Context: an optimization exercise on an open-source flow, tuned for small area and a short achievable clock period. The choices shown serve that exercise and are no tape-out recipe.
Function was checked by simulation only, so behaviour that the tests miss may differ from the original.

## design/flow/design.v

```verilog
module X_multiply_theta#(parameter m=20, n=3)
(
    input[16*m*n-1:0]X,
    input[16*n-1:0] theta,
    output reg [32*m-1:0] X_theta
    );
 reg signed [15:0] X_tmp;
 reg signed [15:0] theta_tmp;
 reg signed [31:0] tmp;
 integer i,j;
 always@(*)begin
 for (i=0;i<m;i=i+1)begin
    tmp=0;
    for(j=0;j<n;j=j+1)begin
    X_tmp=X[16*(m-i)*n-1-16*j -:16];
    theta_tmp=theta[16*n-1-16*j -:16];
    tmp= tmp+X_tmp*theta_tmp;
    end
    X_theta[32*m-1-32*i -:32] = tmp;
end
end
endmodule
`timescale 1ns / 1ps
module X_to_XT#(parameter m=20, n=3)
(
    input [16*m*n-1:0] X,
    output reg [16*n*m-1:0] XT
    );
integer i,j;   
always@(*)begin
for (i=0;i<m;i=i+1)begin
    for(j=0; j<n; j=j+1)begin
        XT[16*(n-j)*m-1-16*i -:16] =X[16*(m-i)*n-1-16*j -:16];
    end
end
end
endmodule
`timescale 1ns / 1ps
module Xtheta_minus_Y#(parameter m=20)
(
    input[32*m-1:0] X_theta,
    input[32*m-1:0] Y,
    output reg [32*m-1:0] Xtheta_Y
    );
reg signed [31:0]theta_tmp;
reg signed [31:0]Y_tmp;
reg signed [31:0]tmp;
integer i;
always@(*)begin
for(i=0;i<m;i=i+1)begin
    tmp=0;
    theta_tmp=X_theta[32*m-1-32*i -:32];
    Y_tmp=Y[32*m-1-32*i -:32];
    tmp=theta_tmp- Y_tmp;
    Xtheta_Y[32*m-1-32*i -:32] = tmp;
end
end
endmodule
`timescale 1ns / 1ps
module XT_multiply_Xtheta_Y#(parameter m=20, n=3)
(
    input [16*n*m-1:0] XT,
    input [32*m-1:0] Xtheta_Y,
    output reg [32*n-1:0] gradient_vector
    );
reg signed [15:0]XT_tmp;
reg signed [31:0]Xtheta_Y_tmp;
reg signed [31:0]tmp;
integer i,j;
always@(*)begin
for(j=0;j<n;j=j+1)begin
    tmp=0;
    for(i=0;i<m;i=i+1)begin
        XT_tmp=XT[16*(n-j)*m-1-16*i -:16];
        Xtheta_Y_tmp=Xtheta_Y[32*m-1-32*i -:32];
        tmp=tmp + XT_tmp * Xtheta_Y_tmp;
    end
    gradient_vector[32*n-1-32*j -:32]=tmp;
end
end     
endmodule
`timescale 1ns / 1ps
module gradient_calc #(parameter m=20, n=3)
    (
        input [16*m*n-1:0] X,
        input [32*m-1:0] Y,
        input [16*n-1:0] theta,
        output [32*n-1:0] gradient_vector
    );
    wire [32*m-1:0] X_theta;
    wire [16*n*m-1:0] XT;
    wire [32*m-1:0] Xtheta_Y;
    X_multiply_theta #(m,n) m1(X,theta,X_theta);
    X_to_XT #(m,n) m2(X,XT);
    Xtheta_minus_Y #(m) m3(X_theta,Y,Xtheta_Y);
    XT_multiply_Xtheta_Y #(m,n) m4(XT,Xtheta_Y,gradient_vector);
endmodule
`timescale 1 ns / 1 ps
	module AXIS_linear_regression_v1_0 #
		(
        parameter M = 8,     
        parameter N = 3,     
		parameter integer C_S00_AXIS_TDATA_WIDTH	= 32,
		parameter integer C_M00_AXIS_TDATA_WIDTH	= 32,
		parameter integer C_M00_AXIS_START_COUNT	= 32
	)
	(
		input wire  aclk,
		input wire  aresetn,
		output wire  s00_axis_tready,
		input wire [C_S00_AXIS_TDATA_WIDTH-1 : 0] s00_axis_tdata,
		input wire  s00_axis_tlast,
		input wire  s00_axis_tvalid,
		output wire  m00_axis_tvalid,
		output wire [C_M00_AXIS_TDATA_WIDTH-1 : 0] m00_axis_tdata,
		output wire  m00_axis_tlast,
		input wire  m00_axis_tready
	);
	integer i;  
    integer j;  
    integer t;  
    integer w;  
    integer count;  
    reg s00_axis_tready_reg;
	reg m00_axis_tvalid_reg;
	reg m00_axis_tlast_reg;
	reg [C_M00_AXIS_TDATA_WIDTH-1 : 0] m00_axis_tdata_reg;
	wire [C_M00_AXIS_TDATA_WIDTH-1 : 0] data_out;
    wire [32*N-1:0] gradient_vector;
    reg [16*M*N-1:0] X;
    reg [32*M-1:0] Y;
    reg [16*N-1:0] theta;
    reg temp1_tlast;
	reg temp2_tlast;
	reg temp3_tlast;
	reg temp1_valid;
	reg temp2_valid;
	reg temp3_valid;
	reg prepare_data_done;
    assign m00_axis_tvalid = m00_axis_tvalid_reg;
    assign m00_axis_tlast = m00_axis_tlast_reg;
    assign m00_axis_tdata = m00_axis_tdata_reg;
    assign s00_axis_tready = s00_axis_tready_reg;
    gradient_calc #(M,N) gradient (X,Y,theta,gradient_vector);
   always @(posedge aclk)begin
        if(aresetn==0)begin
            i<=0;
            j<=0;
            t<=0;
            count<=0;
            s00_axis_tready_reg <= 0;
            prepare_data_done <= 0;
        end
        else begin
            s00_axis_tready_reg <= m00_axis_tready;
            if (w == 2 && m00_axis_tready)begin
               prepare_data_done <= 0;
               i <= 0;
               j <= 0;
               t <= 0;
               count <= 0;
            end
            else if(s00_axis_tvalid & s00_axis_tready_reg) begin
                if(count==(M+1)*(N+1)-1)begin
                       prepare_data_done <= 1;
                end
                t <= t+1;
                if (j == M && t < N)begin
                       theta[16*N-1-(16*t) -:16] <= s00_axis_tdata[15:0];
                end
                if(j < M) begin  
                       if(t < N)begin    
                            X[16*M*N-1-16*t-16*N*j -:16] <= s00_axis_tdata[15:0];
                       end
                       if(t == N) begin
                       Y[32*M-1-(32*j) -:32] <= s00_axis_tdata;
                       t <= 0;
                       j <= j+1;
                       end
                end
                count <= count+1;
            end
     end
end
	always @(posedge aclk)begin
	    if (aresetn==0)begin
	        m00_axis_tvalid_reg <= 0;
            m00_axis_tlast_reg <= 0;
            m00_axis_tdata_reg <= 0;
            w <= 0;
            temp1_valid <= 0;
            temp2_valid <= 0;
            temp3_valid <= 0;
            temp1_tlast <= 0;
            temp2_tlast <= 0;
            temp3_tlast <= 0;
        end
        else begin
            temp1_valid <= s00_axis_tvalid;
            temp2_valid <= temp1_valid;
            temp3_valid <= temp2_valid;
            m00_axis_tvalid_reg <= temp3_valid;
            temp1_tlast <= s00_axis_tlast;
            temp2_tlast <= temp1_tlast;
            temp3_tlast <= temp2_tlast;
            m00_axis_tlast_reg <= temp3_tlast;
            if (m00_axis_tready & prepare_data_done== 1) begin
                m00_axis_tdata_reg <= gradient_vector[32*N-1-32*w -:32];
                w <= w+1;
                if(w == 2) begin
                   w <= 0;
                end
            end
      end
end
endmodule
```

## design/flow/run.sh

```bash
#!/bin/bash
# synth_recipe.tcl (not shown) runs the flow's synth.tcl, then flattens the netlist and writes it again
# the make line also repeats each setting of config.mk as NAME=value (left out here)
make -C /OpenROAD-flow-scripts/flow DESIGN_CONFIG=/design/flow/config.mk WORK_HOME=/design/flow/orfs CLKGATE_MAP_FILE= SYNTH_SCRIPT=/design/flow/synth_recipe.tcl finish
```

## design/flow/config.mk

```make
export PLATFORM = sky130hd
export DESIGN_NAME = AXIS_linear_regression_v1_0
export DESIGN_NICKNAME = AXIS_linear_regression_v1_0
export VERILOG_FILES = /design/flow/design.v
export SDC_FILE = /design/flow/constraint.sdc
export NUM_CORES = 8
export LEC_CHECK = 0
export CAP_MARGIN = 20
export CORE_MARGIN = 2
export CORE_UTILIZATION = 40
export SLEW_MARGIN = 20
```

## design/flow/constraint.sdc

```tcl
create_clock -name core_clock -period 22.0 [get_ports {aclk}]
set_input_delay 4.4000 -clock core_clock [delete_from_list [all_inputs] [get_ports {aclk}]]
set_output_delay 4.4000 -clock core_clock [all_outputs]
set_load 0.01 [all_outputs]
```

==> results.toml <==
[timing]
finalCritPeriodShare_pct = 97.51
report.final.setup_viol = 0
relSlewSlack_pct = 6.529
fmax_mhz = 46.62
period_needed_ns = 21.45
tightestPinTransition_ns = 1.392
slew_violations = 0
fin_worst_skew_ns = 0.1644
finalHoldViolCount = 0
rsz0062_at_grt = "false"
fin_setup_tns_ns = 0

[layout]
final_cell_mix = "15830 x fa_1, 15810 x inv_1, 7826 x nand2_1, 6937 x and2_1, 3022 x ha_1"
final_common_cell = "fa_1"
syn_to_final_growth_pct = 5.352
final_core_util_pct = 42.19
largest_reg_flops = 384
top_regs = "X (384), Y (256), theta (48)"
nFillCells = 139800
nNetsFinal = 76320
regMostFlops = "X"
drive_gt1_share_pct = 4.587

[drt]
via_count = 406500
vias_per_cell = 5.312
drt-initial-drc-count = 38570
antenna_left = 0
routed_wl_um = 2167000
drcViolationCount = 0
drt-wirelength-per-cell_um = 28.31
dr.pass1.iters = 8

[clock_network]
path_clk_slew_ns = 0.06
clock_sinks = 858
insertion_delay_ns = 1.12
htree_num_levels = 4
clockBufferDepth = 5
cts-root-buf = "clkbuf_16"
cts_tree = "built"
cts_buffers = 151

[place]
port_buffers = 71
gp_congestion = 1.028
hpwl_um = 1837000

[yosys]
ys_seq_area_share_pct = 4.252
async_flop_share_pct = 0
synth_nets = 78160
yosysWarnings = 5
syn_area_um2 = 565900
synth_seq_cells = 858
synth.distinct_cells = 102
synth_edf_count = 688
postSynthAreaPerCell_um2 = 9.554
synth_flop_cell = "edfxtp_1"
netlist_instances = 59230

[die]
placementRows = 437
die_area_um2 = 1424000
die_h_um = 1193
design.core.area_um2 = 1413000
start_util_pct = 40.05
pin_count = 72
die_x_um = 1193

[hold_path]
hold_class = "flip-flop to flip-flop"

[global_route]
grt.overflow.total = 0
grt_start_max_net_pins = 112
grt_antenna_before_repair = 221
grt_pass1_wl_um = 3124000
grt_pass1_vias = 439600
grt_usage_pct = 30.72

[setup_path]
arrival_ns = 22.38
cp_slowest_cell = "fa_1"
worstPathRequired_ns = 22.93
slowest_delay_ns = 0.87
critPathMaxFanout = 28
cp_common_cell = "fa_1"
path_class = "flip-flop to flip-flop"
end_kind = "flip-flop"
timing.critical_path.from_type = "flip-flop"

[status]
outcome = "no timing/DRC/antenna violations"

[run]
drv_cap = 0
==> final timing paths <==
path / start / to / slack (ns) / cells past startpoint
setup / recovery: X[6]$_DFFE_PP_ / m00_axis_tdata_reg[31]$_SDFFE_PN0P_ / 0.55 / 61
hold / removal: temp3_tlast$_SDFF_PN0_ / m00_axis_tlast_reg$_SDFF_PN0_ / 0.43 / 1
setup reg to reg: X[6]$_DFFE_PP_ / m00_axis_tdata_reg[31]$_SDFFE_PN0P_ / 0.55 / 61
hold reg to reg: temp3_tlast$_SDFF_PN0_ / m00_axis_tlast_reg$_SDFF_PN0_ / 0.43 / 1
==> critical path, delay by kind of cell, from the launching register on <==
kind | cells | cell delay, ns
AO/OA/AOI/OAI | 9 | 2.43
XOR/XNOR | 18 | 5.23
adder cells (fa/ha/maj) | 21 | 11.13
buffers and inverters | 9 | 1.09
flip-flops | 1 | 0.75
AND/OR/NAND/NOR | 4 | 0.61
==> metrics by stage <==
stage | setup WS, ns | hold slack, ns | instances | area (um^2)
after floorplan | 3.950 | 0.4119 | 59230 | 565900
after global placement | 0.6292 | 0.4140 | 76100 | 590700
after detailed placement | 0.6612 | 0.4229 | 76110 | 590700
after CTS | 0.5384 | 0.4357 | 76360 | 595600
after global routing | 0.1163 | 0.4406 | 76390 | 595800
final | 0.5486 | 0.4334 | 76530 | 596200
==> logic make-up (layout without fill, tap and decap cells) <==
logic type	count (synthesis)	after routing	share of synthesized area, %
and+or+nand+nor	16990	16990	15.08
buffers and inverters	19250	17510	12.79
AOI/OAI and AO/OA	1041	1041	1.219
muxes	692	692	1.387
adders and majority gates	18900	18900	62.80
other	0	163	0
DFF	858	858	4.252
xor gates and xnor gates	1506	1506	2.473
==> layer usage <==
metal  up-vias  share of wire [%]  track usage, %
li1     162200                  -               -
met1    217400                 37           38.51
met2     20960                 45           48.73
met3      5887                 11           8.087
met4        90                6.7           16.54
met5         -              0.026               0
==> area by class of cell <==
cell class / count / area (um^2) / share of cell area, %
clock buffer: 174 / 3948 / 0.6622
clock inverter: 84 / 996.0 / 0.1671
timing repair buffer: 1438 / 12170 / 2.041
sequential: 858 / 24060 / 4.037
multi-input combinational: 39120 / 471600 / 79.11
inverter: 15810 / 59360 / 9.958
tap: 18880 / 23620 / 3.962
antenna: 163 / 407.9 / 0.06842
==> repair_timing <==
item,in CTS,in global routing
hold buffers,0,0
setup buffers,0,3
endpoints found under the hold margin,0,0
setup endpoints to repair,0,1
gates resized for setup,0,3
==> Yosys cell counts (all sizes together), types with 119 or more instances <==
master,number,area [um^2]
a21oi,243,1224
and2,6938,43400
buf,119,570.6
clkbuf,3318,12450
dfxtp,170,3403
edfxtp,688,20660
fa,15840,317200
ha,3052,38190
inv,15810,59350
mux2,675,7676
nand2,7828,29380
nand2b,660,4129
nand3,127,635.6
nor2,589,2213
nor2b,355,2221
nor3,137,719.4
o21ai,240,1216
xnor2,1183,10360
xor2,265,2321

[afterwards: timing with drivers on the ports]
How much do the figures lean on ideal ports? The routed layout below was timed once more, with nothing changed but the port constraints. Step 1 assumes that a clkbuf_16 drives the clock port and a buf_2 every other input. Step 2 adds t to the input delays and takes it off the output delays; t is the mean of the earliest and latest rising clock arrival at the registers after step 1. Input paths then give back, and output paths get back, about the clock's delay inside the block. a / b / c = ideal ports / drivers / drivers and shift; a / b = the first two.
t, ns: 1.205
slack for setup (ns): 0.549 / 0.549 / 0.549
worst register clock-pin slew, ns: 0.07 / 0.07
After both steps setup and hold are still met in this run. The setup slack of this run moves by 0.000 ns with the drivers and by 0.000 ns with both steps.
